Source: an optimization exercise on an open RTL-to-GDS flow (aim: small area). Production flows keep margins and buffers that such runs may drop. Function was checked by simulation only, so behaviour that the tests miss may differ from the original. No activity file was given, so power comes from the tool's default toggle rates.

`flow/design.v`:
```
module FDIVIDER(
    input  logic ACLK,
    input  logic RESTN,
    output logic SCLK,
    output logic TICK    
);
logic [3:0]count;
assign TICK = (count == 4'd4) && !SCLK;
always_ff@(posedge ACLK)begin
    if(!RESTN)begin
        count <= 0;
        SCLK <= 0;
    end else begin
        if(count == 4'd4)begin
            count <= 0;
            SCLK <= ~SCLK;
        end else begin
            count <= count +1;
        end
    end
end
endmodule
module FIFO_MANAGER(
    input logic Tx_full,
    input logic SS_full,
    input logic Tx_empty,
    input logic SS_empty,
    output logic FREADY_full,
    output logic FREADY_empty
);
always_comb begin : Full_empty_block
    if(Tx_full | SS_full)begin
        FREADY_full = 0;
    end else begin
        FREADY_full = 1;
    end
    if(Tx_empty | SS_empty) begin
        FREADY_empty = 0;
    end else begin
        FREADY_empty = 1;
    end
end
endmodule
module Async_Tx_FIFO #(
    parameter DATA_WIDTH = 32,
    parameter ADDR_WIDTH = 4  
)(
    input  logic [DATA_WIDTH-1:0] data_in,
    input  logic wr_en,
    input  logic rd_en,
    input  logic ACLK,    
    input  logic SCLK,    
    input  logic rst_n,
    output logic [DATA_WIDTH-1:0] data_out,
    output logic empty,
    output logic full
);
    logic [DATA_WIDTH-1:0] mem [0:(1<<ADDR_WIDTH)-1];
    logic [ADDR_WIDTH:0] wr_ptr_bin, rd_ptr_bin;
    logic [ADDR_WIDTH:0] wr_ptr_gry, rd_ptr_gry;
    logic [ADDR_WIDTH:0] wr_ptr_sync1, wr_ptr_sync2;
    logic [ADDR_WIDTH:0] rd_ptr_sync1, rd_ptr_sync2;
    always_ff @(posedge ACLK) begin
        if (!rst_n) begin
            wr_ptr_bin <= 0;
            wr_ptr_gry <= 0;
        end else if (wr_en && !full) begin
            wr_ptr_bin <= wr_ptr_bin + 1;
            wr_ptr_gry <= ((wr_ptr_bin + 1) >> 1) ^ (wr_ptr_bin + 1);
        end
    end
    always_ff @(posedge ACLK) begin
        if (rst_n && wr_en && !full)
            mem[wr_ptr_bin[ADDR_WIDTH-1:0]] <= data_in;
    end
    always_ff @(posedge ACLK) begin
        if (!rst_n) begin
            rd_ptr_bin <= 0;
            rd_ptr_gry <= 0;
            data_out   <= 0;
        end else if (SCLK && rd_en && !empty) begin
            rd_ptr_bin <= rd_ptr_bin + 1;
            rd_ptr_gry <= ((rd_ptr_bin + 1) >> 1) ^ (rd_ptr_bin + 1);
            data_out   <= mem[rd_ptr_bin[ADDR_WIDTH-1:0]];
        end
    end
    always_ff @(posedge ACLK) begin
        if (!rst_n) begin
            wr_ptr_sync1 <= 0;
            wr_ptr_sync2 <= 0;
        end else if (SCLK) begin
            wr_ptr_sync1 <= wr_ptr_gry;
            wr_ptr_sync2 <= wr_ptr_sync1;
        end
    end
    always_ff @(posedge ACLK) begin
        if (!rst_n) begin
            rd_ptr_sync1 <= 0;
            rd_ptr_sync2 <= 0;
        end else begin
            rd_ptr_sync1 <= rd_ptr_gry;
            rd_ptr_sync2 <= rd_ptr_sync1;
        end
    end
    assign empty = (wr_ptr_sync2 == rd_ptr_gry);
    assign full  = (wr_ptr_gry == {~rd_ptr_sync2[ADDR_WIDTH:ADDR_WIDTH-1], rd_ptr_sync2[ADDR_WIDTH-2:0]});
endmodule
module Async_SS_FIFO #(
    parameter DATA_WIDTH = 32,
    parameter ADDR_WIDTH = 4  
)(
    input  logic [DATA_WIDTH-1:0] data_in,
    input  logic wr_en,
    input  logic rd_en,
    input  logic ACLK,    
    input  logic SCLK,    
    input  logic rst_n,
    output logic [DATA_WIDTH-1:0] data_out,
    output logic empty,
    output logic full
);
    logic [DATA_WIDTH-1:0] mem [0:(1<<ADDR_WIDTH)-1];
    logic [ADDR_WIDTH:0] wr_ptr_bin, rd_ptr_bin;
    logic [ADDR_WIDTH:0] wr_ptr_gry, rd_ptr_gry;
    logic [ADDR_WIDTH:0] wr_ptr_sync1, wr_ptr_sync2;
    logic [ADDR_WIDTH:0] rd_ptr_sync1, rd_ptr_sync2;
    always_ff @(posedge ACLK) begin
        if (!rst_n) begin
            wr_ptr_bin <= 0;
            wr_ptr_gry <= 0;
        end else if (wr_en && !full) begin
            wr_ptr_bin <= wr_ptr_bin + 1;
            wr_ptr_gry <= ((wr_ptr_bin + 1) >> 1) ^ (wr_ptr_bin + 1);
        end
    end
    always_ff @(posedge ACLK) begin
        if (rst_n && wr_en && !full)
            mem[wr_ptr_bin[ADDR_WIDTH-1:0]] <= data_in;
    end
    always_ff @(posedge ACLK) begin
        if (!rst_n) begin
            rd_ptr_bin <= 0;
            rd_ptr_gry <= 0;
            data_out   <= 0;
        end else if (SCLK && rd_en && !empty) begin
            rd_ptr_bin <= rd_ptr_bin + 1;
            rd_ptr_gry <= ((rd_ptr_bin + 1) >> 1) ^ (rd_ptr_bin + 1);
            data_out   <= mem[rd_ptr_bin[ADDR_WIDTH-1:0]];
        end
    end
    always_ff @(posedge ACLK) begin
        if (!rst_n) begin
            wr_ptr_sync1 <= 0;
            wr_ptr_sync2 <= 0;
        end else if (SCLK) begin
            wr_ptr_sync1 <= wr_ptr_gry;
            wr_ptr_sync2 <= wr_ptr_sync1;
        end
    end
    always_ff @(posedge ACLK) begin
        if (!rst_n) begin
            rd_ptr_sync1 <= 0;
            rd_ptr_sync2 <= 0;
        end else begin
            rd_ptr_sync1 <= rd_ptr_gry;
            rd_ptr_sync2 <= rd_ptr_sync1;
        end
    end
    assign empty = (wr_ptr_sync2 == rd_ptr_gry);
    assign full  = (wr_ptr_gry == {~rd_ptr_sync2[ADDR_WIDTH:ADDR_WIDTH-1], rd_ptr_sync2[ADDR_WIDTH-2:0]});
endmodule
module AXI_SLAVE(
    input logic ACLK,
    input logic ARESETN,
    input logic [31:0]AWADDR,
    input logic AWVALID,
    output logic AWREADY,
    input logic [31:0]WDATA,
    input logic WVALID,
    output logic WREADY,
    output logic[1:0]BRESP,
    output logic BVALID,
    input logic BREADY,
    input logic FREADY_full,
    output logic wr_en,
    output logic[31:0]Tx_data_out,
    output logic[31:0]SS_data_out
);
 localparam logic [31:0] Tx_address = 32'h0;
 localparam logic [31:0] SS_address = 32'h2;
 typedef enum logic[1:0]{
    IDEAL,
    DECODE,
    EXECUTE
 } state_t;
typedef enum logic{
    START,
    OK
}phase_t;
logic ready;
logic [31:0]data_buffer_1;
logic [31:0]addr_buffr;
state_t state;
phase_t phase;
logic AWalrt;
logic Walrt;
always_ff@(posedge ACLK)begin : AXI_SLAVE
    if(!ARESETN)begin
        wr_en <= 0;
        state <= IDEAL;
        BRESP <= 2'b00;
        BVALID <= 0;
        Tx_data_out <= 0;
        SS_data_out <= 0;
    end else begin
        wr_en <= 0;
        case(state)
            IDEAL: begin
                BRESP <= 2'b00;
                if(ready) begin
                    state <= DECODE;
                end
            end
            DECODE:begin
                BRESP <= 2'b00;
                case(addr_buffr)
                    Tx_address: begin
                        Tx_data_out <= data_buffer_1;
                        BRESP <= 2'b00;
                    end
                    SS_address: begin
                        SS_data_out <= data_buffer_1;
                        BRESP <= 2'b00;
                    end
                    default: begin
                        BRESP <= 2'b10;
                    end
                endcase
                if(BVALID & BREADY) begin
                    BVALID <= 0;
                    state <= EXECUTE;
                end else begin
                    BVALID <= 1;
                end
            end
            EXECUTE:begin
                BVALID <= 0;
                wr_en <= (addr_buffr == Tx_address);  
                state <= IDEAL;
                BRESP <= 2'b00;
            end
            default: state <= IDEAL;
        endcase
    end
end
always_ff@(posedge ACLK)begin : handshake_block
    if(!ARESETN)begin
        phase <= START;
        ready <= 0;
        AWalrt <= 0;
        Walrt <= 0;
    end else begin
        case(phase)
            START:begin
                if(AWVALID & AWREADY) begin
                    AWalrt <= 1;  
                    addr_buffr <= AWADDR;
                 end
                if(WVALID & WREADY)begin
                    Walrt <= 1;     
                    data_buffer_1 <= WDATA;
                end
                if(AWalrt & Walrt) begin    
                ready <= 1; 
                phase <= OK;
                end
            end
            OK:begin
                ready <= 0;
                AWalrt <= 0;
                Walrt <= 0;
                if(BVALID & BREADY) begin  
                    phase <= START; 
                end
            end
        endcase
    end
end
always_comb begin : ready_block
    if(FREADY_full && (phase == START) && (state == IDEAL) && !wr_en)begin
        AWREADY = !AWalrt;
        WREADY = !Walrt;
    end else begin
        AWREADY = 0;
        WREADY = 0;
    end
end
endmodule
module DATA_BUFFER(
    input logic[31:0] din_1,
    input logic[31:0]din_2,
    input logic go,
    input logic ACLK,
    input logic SCLK,
    input logic ARESETN,
    input logic SRESP,
    output logic DREADY,
    output logic [33:0]dout
);
typedef enum logic[2:0]{
    IDEAL,
    WAIT_FIFO,
    FETCH,
    CONCATENATE,
    VALIDATE
} state_t;
logic [31:0] SS_buffer_1;
logic [1:0] SS_buffer_2;
state_t state;
always_ff@(posedge ACLK) begin : data_fetch_block
    if(!ARESETN)begin
        state <= IDEAL;
        DREADY <= 0;
    end else if(SCLK) begin
        case(state)
            IDEAL:begin
                DREADY <= 0;
                if(go) begin
                    state <= WAIT_FIFO;
                end
            end
            WAIT_FIFO: begin
                state <= FETCH;
            end
            FETCH:begin
                SS_buffer_1 <= din_1;
                SS_buffer_2 <= din_2[1:0];
                state <= CONCATENATE;
            end
            CONCATENATE:begin
                dout <= {SS_buffer_2,SS_buffer_1};
                state <= VALIDATE;
                DREADY <= 1;
            end
            VALIDATE:begin
                if(DREADY & SRESP)begin
                    state <= IDEAL;
                end
            end
            default: state <= IDEAL;
        endcase
    end
end
endmodule
module SPI_MASTER(
    input logic ACLK,
    input logic FSCLK,
    input logic FTICK,
    input logic ARESETN,
    input logic FREADY_empty,
    input logic DREADY,
    input logic [33:0] din,
    output logic go,
    output logic SRESP,
    output logic rd_en,
    output logic[1:0]SS,
    output logic MOSI,
    output logic SCLK,
    input logic MISO
);
typedef enum logic[2:0]{
    IDEAL,
    WAIT_FIFO,
    FETCH,
    START,
    DONE,
    VALIDATE
} state_t;
logic [5:0]count;
logic [31:0] data_buffer_3;
logic [1:0] data_buffer_4;
state_t state;
assign SCLK = (state == START && count != 6'd0) ? FSCLK : 0;
always_ff@(posedge ACLK) begin : main_FSM_block
    if(!ARESETN)begin
        state <= IDEAL;
        count <= 0;
        rd_en <= 0;
        go <= 0;
        SRESP <= 0;
        SS <= 0;
        MOSI <= 0;
    end else if(FTICK) begin
        case(state)
            IDEAL:begin
                go <= 0;
                if(FREADY_empty)begin
                    go <= 1;
                    rd_en <= 1;
                    state <= WAIT_FIFO;
                    count <= 0;
                end
            end
            WAIT_FIFO:begin
                rd_en <= 0;
                go <= 0;
                state <=FETCH;
            end
            FETCH:begin
                if(DREADY) begin
                    data_buffer_3 <= din[31:0];
                    data_buffer_4 <= din[33:32];
                    SS <= din[33:32];
                    state <= START;
                end
            end
            START:begin
                if(count == 6'd32) begin
                    state <= DONE;
                end else begin
                    if(DREADY) begin
                        MOSI <= data_buffer_3[31];
                        data_buffer_3 <= {data_buffer_3[30:0],1'b0};
                        count <= count +1;
                    end
                end
            end
            DONE: begin
                SRESP <= 1;
                state <= VALIDATE;
            end
            VALIDATE:begin
                SRESP <= 0;
                state <= IDEAL;
            end
            default: state <= IDEAL;
        endcase
    end
end
endmodule
module Module_Wrapper (
    input logic ACLK,
    input logic ARESETN,
    input  logic [31:0] AWADDR,
    input  logic AWVALID,
    output logic AWREADY,
    input  logic [31:0] WDATA,
    input  logic WVALID,
    output logic WREADY,
    output logic [1:0] BRESP,
    output logic BVALID,
    input  logic BREADY,
    output logic [1:0] SS,
    output logic MOSI,
    output logic SCLK,
    input  logic MISO
);
    logic sclk_int, sclk_tick;
    logic fready_full, fready_empty;
    logic wr_en, rd_en;
    logic [31:0] tx_data_bus, ss_data_bus;
    logic [31:0] fifo_tx_out, fifo_ss_out;
    logic [33:0] data_to_master;
    logic go, dready, sresp;
    logic tx_full, tx_empty, ss_full, ss_empty;
    FDIVIDER fdiv_inst (
        .ACLK(ACLK),
        .RESTN(ARESETN),
        .SCLK(sclk_int),
        .TICK(sclk_tick)
    );
    AXI_SLAVE axi_inst (
        .ACLK(ACLK),
        .ARESETN(ARESETN),
        .AWADDR(AWADDR), .AWVALID(AWVALID), .AWREADY(AWREADY),
        .WDATA(WDATA), .WVALID(WVALID), .WREADY(WREADY),
        .BRESP(BRESP), .BVALID(BVALID), .BREADY(BREADY),
        .FREADY_full(fready_full),
        .wr_en(wr_en),
        .Tx_data_out(tx_data_bus),
        .SS_data_out(ss_data_bus)
    );
    Async_Tx_FIFO tx_fifo_inst (
        .ACLK(ACLK),
        .SCLK(sclk_tick),
        .rst_n(ARESETN),
        .data_in(tx_data_bus),
        .wr_en(wr_en),
        .rd_en(rd_en),
        .data_out(fifo_tx_out),
        .full(tx_full),
        .empty(tx_empty)
    );
    Async_SS_FIFO ss_fifo_inst (
        .ACLK(ACLK),
        .SCLK(sclk_tick),
        .rst_n(ARESETN),
        .data_in(ss_data_bus),
        .wr_en(wr_en),
        .rd_en(rd_en),
        .data_out(fifo_ss_out),
        .full(ss_full),
        .empty(ss_empty)
    );
    FIFO_MANAGER fifo_mgmt_inst (
        .Tx_full(tx_full), .SS_full(ss_full),
        .Tx_empty(tx_empty), .SS_empty(ss_empty),
        .FREADY_full(fready_full), .FREADY_empty(fready_empty)
    );
    DATA_BUFFER dbuff_inst (
        .din_1(fifo_tx_out), .din_2(fifo_ss_out),
        .go(go), .ACLK(ACLK), .SCLK(sclk_tick), .ARESETN(ARESETN),
        .SRESP(sresp), .DREADY(dready),
        .dout(data_to_master)
    );
    SPI_MASTER master_inst (
        .ACLK(ACLK), .FSCLK(sclk_int), .FTICK(sclk_tick), .ARESETN(ARESETN),
        .FREADY_empty(fready_empty),
        .DREADY(dready), .din(data_to_master),
        .go(go), .SRESP(sresp), .rd_en(rd_en),
        .SS(SS), .MOSI(MOSI), .SCLK(SCLK), .MISO(MISO)
    );
endmodule
```
`flow/run.sh`:
```
#!/bin/bash
# synth_recipe.tcl (not shown) runs the flow's synth.tcl, then flattens the netlist and writes it again
# the make line also repeats each setting of config.mk as NAME=value (left out here)
make -C /OpenROAD-flow-scripts/flow DESIGN_CONFIG=/design/flow/config.mk WORK_HOME=/design/flow/orfs CLKGATE_MAP_FILE= SYNTH_SCRIPT=/design/flow/synth_recipe.tcl finish
```
`flow/config.mk`:
```
export PLATFORM = sky130hd
export DESIGN_NAME = Module_Wrapper
export DESIGN_NICKNAME = Module_Wrapper
export VERILOG_FILES = /design/flow/design.v
export SDC_FILE = /design/flow/constraint.sdc
export NUM_CORES = 4
export LEC_CHECK = 0
export CAP_MARGIN = 20
export CORE_MARGIN = 2
export CORE_UTILIZATION = 40
export SLEW_MARGIN = 20
```
`flow/constraint.sdc`:
```
create_clock -name core_clock -period 7.0 [get_ports {ACLK}]
set_input_delay 1.4000 -clock core_clock [delete_from_list [all_inputs] [get_ports {ACLK}]]
set_output_delay 1.4000 -clock core_clock [all_outputs]
set_load 0.01 [all_outputs]
```
==> impl_metrics.yaml <==
status:
  status: "timing/DRC/antenna clean"
setup_path:
  cp_max_fo: 4
  start_kind: "flop"
  criticalPathCategory: "reg2out"
  reg2reg_to: "tx_fifo_inst.data_out[17]"
  r2r_cells: 8
  rrSetupSlack_ns: 3.59
  required_ns: 5.60
  arrival_ns: 2.56
  r2r_start: "fdiv_inst.count[0]"
  cp-end-kind: "output pin"
cells_and_area:
  finish.net_count: 2090
  regArea_um2: 24900
  antenna_cells: 0
  multi_input_area_um2: 8210
  drive_above_1_share_pct: 19.4
  fill_cells: 7021
  syn_to_final_growth_pct: 15.6
  final_common_cell: "edfxtp_1"
  final_cell_mix: "edfxtp_1, dfxtp_1, mux4_2"
grt:
  grt_pass1_vias: 17708
  grt_max_degree: 84
  antenna_found_initial: 0
  grt_first_pass_wirelength_um: 105000
  grt_overflow_total: 0
  groute.usage.overall_pct: 16.1
pwr:
  ir_worst_vdd_mv: 0.209
  power_leakage_nw: 12.4
  powerDensity_nw_per_um2: 281
placed_design:
  dpl.hpwl_um: 35900
  numPortBuffers: 76
  gp_congestion: 0.727
detailed_routing:
  first_iter_violations: 1339
  via_per_inst: 5.35
  drc_errors: 0
  vias: 16918
  routed_wl_um: 68400
  route.detailed.wl_per_inst_um: 21.6
  first_pass_iters: 6
  postRouteAntennaNets: 0
logic_synthesis:
  synth_cell_types: 67
  syn-cell-area_um2: 33500
  ys.flop_type: "edfxtp_1"
  ys_seq_elements: 889
  async_flop_share_pct: 0
  yosysWarnings: 7
  avgSynthCellArea_um2: 17.6
  synth_nets: 1990
  ys_seq_area_share_pct: 74.2
  synth_edf_count: 708
  synthCells: 1901
timing:
  worst_pin_slew_ns: 1.03
  skew_ns: 0.0243
  setup_viol: 0
  slew-limit-headroom_pct: 31.2
  finalHoldViolations: 0
  fmax_mhz: 253
  slew_violations: 0
  period_minus_slack_ns: 3.96
  fin_setup_tns_ns: 0
  rsz0062_at_grt: "no"
  hold_ws_ns: 0.401
  period_share_pct: 56.5
clock_tree:
  cts-resized-gates: 0
  cts_setup_buffers: 0
  ctsHoldBuffers: 0
  cts_sinks: 889
  clk_latency_ns: 0.65
  cts_tree: "done"
  numCtsBuffers: 91
  path_clk_slew_ns: 0.06
  htree_levels: 3
  root_buffer: "clkbuf_16"
  clk_path_buf_depth: 3
floorplanning:
  fp.coreArea_um2: 83300
  die_h_um: 293
  start_util_pct: 40.2
  rows: 106
  ios: 79
  die_w_um: 293
  die_area_um2: 86100
worst_hold_path:
  hold_depth: 0
  hold_class: "reg2reg"
  min_from: "dbuff_inst.SS_buffer_1[29]"
  whs_endpoint: "dbuff_inst.dout[29]"
run:
  maxCapViolCount: 0
[how the worst max path moves through the flow]
stage,startpoint,endpoint
floorplan,ARESETN,tx_fifo_inst.mem[3][0]
global placement,ARESETN,axi_inst.data_buffer_1[30]
detailed placement,ARESETN,axi_inst.data_buffer_1[30]
CTS,master_inst.count[0],SCLK
global route,axi_inst.state[0],AWREADY
finish,axi_inst.state[1],WREADY
[routing by layer]
| metal | vias to the layer above | track usage (%) | part of all wire, % |
|---|---|---|---|
| met3 | 101 | 2.59 | 4.5 |
| met5 | - | 0 | 0 |
| met4 | 0 | 4.74 | 2.2 |
| met2 | 390 | 27.5 | 50 |
| met1 | 8763 | 21.1 | 43 |
| li1 | 7664 | - | - |
[through the flow]
stage | utilization [%] | std cells | area, um2 | total power [W] | setup slack, ns
after floorplan | - | 1901 | 33500 | 0.00591 | 1.57
after global placement | 42.7 | 2988 | 35600 | 0.00600 | 3.09
after detailed placement | 42.7 | 2988 | 35600 | 0.00601 | 3.08
after CTS | 46.5 | 3160 | 38700 | 0.0110 | 2.97
after global routing | 46.5 | 3160 | 38800 | 0.0112 | 2.78
final | 46.5 | 3160 | 38800 | 0.0109 | 3.04
[sequential cells by signal (all words and copies together), names as in the netlist, 6 cells and up]
name,count
dbuff_inst.SS_buffer_1,32
master_inst.data_buffer_3,32
axi_inst.addr_buffr,32
axi_inst.data_buffer_1,32
ss_fifo_inst.mem,32
tx_fifo_inst.data_out,32
dbuff_inst.dout,34
axi_inst.Tx_data_out,32
tx_fifo_inst.mem,512
master_inst.count,6
[area by class of cell]
cell class              instances  share of cell area (%)
clock buffers                 123                    6.52
clock inverters                49                    1.64
inverters                      20                   0.200
repair buffers                113                    2.73
flip-flops and latches        889                    64.2
well taps                    1080                    3.49
multi-input cells             886                    21.2
[synthesized netlist by cell type, drive strengths merged, types with 10 or more instances]
master	number	area (um2)
nor3	24	125
edfxtp	708	21300
mux2i	58	581
and2	28	175
ha	19	238
buf	47	293
mux4	136	3060
inv	20	75.1
clkbuf	59	221
o22ai	32	200
a221oi	32	330
nor2	112	420
a21oi	56	284
dfxtp	181	3620
a211oi	10	75.1
xor2	22	193
o21ai	19	103
nand3	17	85.1
nor4	13	87.6
mux2	31	349
nand2	119	449
xnor2	35	307
a22o	36	315
[cells by family after synthesis]
family,after synthesis,share of synthesized area (%)
xor+xnor,57,1.49
flops,889,74.2
buf+inv,126,1.76
simple gates,360,5.05
compound gates,224,4.84
mux,225,11.9
other cells,1,0.0112
fa+ha+maj,19,0.709
[worst max-delay path: stages (launching register included)]
cell	delay (ns)
dfxtp_1	0.33
inv_1	0.13
ha_1	0.21
nor3b_1	0.34
nand3_1	0.23
nor2_1	0.14
clkdlybuf4s50_1	0.54
[power by group]
| group | leakage (nW) | total [W] | internal (W) | switching (W) |
|---|---|---|---|---|
| Clock | 1.54 | 0.00499 | 0.00294 | 0.00205 |
| Combinational | 2.81 | 0.000179 | 0.0000799 | 0.0000993 |
| Sequential | 8.08 | 0.00571 | 0.00569 | 0.0000258 |
| Total | 12.4 | 0.0109 | 0.00871 | 0.00217 |

[separate check: timing with driven ports]
Ports are ideal in the flow. The routed layout listed here was re-timed in OpenROAD.
Step 1 sets driving cells, clkbuf_16 on the clock port and buf_2 on the other inputs (assumed; they add their load-dependent delay and slew).
Step 2 times the ports against the registers' clock, not the clock port: input delays grow and output delays shrink by t, the midpoint of the rising clock arrivals with the driver on.
Three values: ideal, step 1, step 2; two values: the first two.
t, ns: 0.708
slack for setup (ns): 3.042 / 2.976 / 3.143
latest minus earliest clock arrival (ns): 0.028 / 0.029
After both steps this run still meets setup and hold. The setup slack of this run moves by -0.066 ns with the drivers and by +0.101 ns with both steps.
